Background: an optimization exercise with open tools, aiming at small area, a short achievable clock period and few clock cycles per item. Do not read the settings as production practice.
Only simulation tests tie the RTL to the original design; equivalence was not proved.

Setup of P:
// Det
module Det (clock, reset, go, readAddress, writeAddress,
            WE, readbus, writebus, overflow, finished);
Size in the first run: roughly 2500 cells after synthesis, roughly 180 flip-flops, about 84 I/O pins, ~24000 um2 of cells after synthesis.
export LEC_CHECK = 0
export CAP_MARGIN = 20
export CORE_MARGIN = 2
export CORE_UTILIZATION = 65
export SLEW_MARGIN = 20
export SYNTH_HIERARCHICAL = 1
create_clock -name core_clock -period 15.0 [get_ports {clock}]
standard.sh (not shown) runs the stock make flow with config.mk's settings and CLKGATE_MAP_FILE= SYNTH_SCRIPT=/design/flow/synth_recipe.tcl, a recipe that flattens the netlist after the stock synthesis.
==> flow/flow/run.sh <==
#!/bin/bash
# Standard ORFS layout, with repair_timing aiming for extra setup slack
# (the clock period and constraints are the design's own), the smallest
# buffer on each port, ABC sizing cells for a 1 fF output load, and a clock
# tree of smaller buffers without dummy loads.
set -euo pipefail
export SETUP_SLACK_MARGIN=${FLOW_SETUP_MARGIN:-9}
export BUFFER_PORTS_ARGS="-buffer_cell sky130_fd_sc_hd__buf_1"
export CTS_ARGS="-sink_clustering_enable -repair_clock_nets -dont_use_dummy_load -root_buf sky130_fd_sc_hd__clkbuf_8 -buf_list sky130_fd_sc_hd__clkbuf_8"
bash standard.sh ABC_LOAD_IN_FF=1 finish > standard.log 2>&1
P | status: complete | timing, DRC, antenna: pass
Testbench counts of P, summed over its fixed seeds: cycles 5,128, dets 320.
Input-level comparison between Q and P:
==> flow/flow/run.sh <==
#!/bin/bash
# Standard ORFS layout, with repair_timing aiming for extra setup slack
# (the clock period and constraints are the design's own), the smallest
# buffer on each port, and ABC sizing cells for a 1 fF output load.
set -euo pipefail
export SETUP_SLACK_MARGIN=${FLOW_SETUP_MARGIN:-9}
export BUFFER_PORTS_ARGS="-buffer_cell sky130_fd_sc_hd__buf_1"
bash standard.sh ABC_LOAD_IN_FF=1 finish > standard.log 2>&1
Findings:
In the flow results for P and Q, the register-to-register slack is smaller on Q.
Total detailed-routing wirelength of P is on par with Q.

---

Another version of the RTL of Det (not shown whole).
Size: about 84 I/O pins, roughly 0.024 mm2 of cells after synthesis.
==> flow/design.v (excerpt) <==
module Det (clock, reset, go, readAddress, writeAddress,
            WE, readbus, writebus, overflow, finished);
Settings: LEC_CHECK=0, CAP_MARGIN=20, CORE_MARGIN=2, CORE_UTILIZATION=65, SLEW_MARGIN=20, SYNTH_HIERARCHICAL=1; clock period 15.0 ns.
==> flow/flow/run.sh <==
#!/bin/bash
# Standard ORFS layout, with repair_timing aiming for extra setup slack
# (the clock period and constraints are the design's own) and the smallest
# buffer on each port.
set -euo pipefail
export SETUP_SLACK_MARGIN=${FLOW_SETUP_MARGIN:-9}
export BUFFER_PORTS_ARGS="-buffer_cell sky130_fd_sc_hd__buf_1"
bash standard.sh > standard.log 2>&1
Testbench counts at the start, summed over its fixed seeds: cycles 5,128, dets 320.
Change:
==> flow/flow/run.sh (replaced) <==
#!/bin/bash
# Standard ORFS layout, with repair_timing aiming for extra setup slack
# (the clock period and constraints are the design's own).
set -euo pipefail
export SETUP_SLACK_MARGIN=${FLOW_SETUP_MARGIN:-9}
bash standard.sh > standard.log 2>&1
Settings changed: ABC_AREA from default to 1, CORE_UTILIZATION 65 to 40.
The new run went through all stages and came out clean.
Sequential share of layout area is lower by 1.1 points.
Final cell count is higher by a quarter to a third.
Design area is higher by a little under a tenth.
Fmax is lower by a few percent.
Via count is higher by roughly a tenth.
Worst hold slack improves by 0.0098 ns.
Wire length is higher by a quarter to a third.
Clock skew stays flat.
Area after synthesis is lower slightly.
Change:
==> flow/flow/run.sh (replaced) <==
#!/bin/bash
# Standard ORFS layout, with repair_timing aiming for extra setup slack
# (the clock period and constraints are the design's own), the smallest
# buffer on each port, and ABC sizing cells for a 1 fF output load.
set -euo pipefail
export SETUP_SLACK_MARGIN=${FLOW_SETUP_MARGIN:-9.5}
export BUFFER_PORTS_ARGS="-buffer_cell sky130_fd_sc_hd__buf_1"
bash standard.sh ABC_LOAD_IN_FF=1 finish > standard.log 2>&1
Settings changed: ABC_AREA 1 to default, CORE_UTILIZATION 40 to 65.
What happened: Clock-buffer cell count came out higher by 1; critical path depth came out lower by 2; cell area came out lower by 1.5%.
Change:
--- a/flow/flow/run.sh
+++ b/flow/flow/run.sh
@@ -4,5 +4,5 @@
 # buffer on each port, and ABC sizing cells for a 1 fF output load.
 set -euo pipefail
-export SETUP_SLACK_MARGIN=${FLOW_SETUP_MARGIN:-9.5}
+export SETUP_SLACK_MARGIN=${FLOW_SETUP_MARGIN:-9}
 export BUFFER_PORTS_ARGS="-buffer_cell sky130_fd_sc_hd__buf_1"
 bash standard.sh ABC_LOAD_IN_FF=1 finish > standard.log 2>&1
After rerunning:
- setup slack got worse by 0.43 ns
- synthesized area does not change
- register-to-register slack is worse by 0.43 ns
- non-clock buffer count shrinks by 40
- critical path depth falls by 2
- cell count is lower by 1.4%
- wire length is lower by 4.2%
- die area does not change
- fmax drops by 7.2%

## afterwards: timing with drivers on the ports
The results above use ideal ports. As a check the final layouts listed here were re-extracted and re-timed, cells and wires unchanged.
Step 1: set_driving_cell puts a clkbuf_16 on clock and a buf_2 on each other input, an assumption about the parent block.
Step 2 times the ports against the registers' clock, not the clock port: input delays grow and output delays shrink by t, the midpoint of the rising clock arrivals with the driver on.
Slacks: ideal / step 1 / step 2; pairs: ideal / step 1.
| run | shift t [ns] | setup slack, ns | cell pins on the clock port's net |
|---|---|---|---|
| P | 0.541 | 9.155 / 9.155 / 8.741 | 1 |
| Q | 0.516 | 9.119 / 9.119 / 8.759 | 1 |
| the first run of note 2 | 0.524 | 9.180 / 9.180 / 8.867 | 1 |
| the second run of note 2 | 0.552 | 9.025 / 9.025 / 8.556 | 1 |
| the third run of note 2 | 0.510 | 9.516 / 9.516 / 9.075 | 1 |
| the fourth run of note 2 | 0.516 | 9.089 / 9.089 / 8.615 | 1 |
After both steps setup and hold are still met in every run listed. For the fourth run of note 2, which loses most, drivers alone change the setup slack by 0.000 ns; drivers and shift together by -0.474 ns.
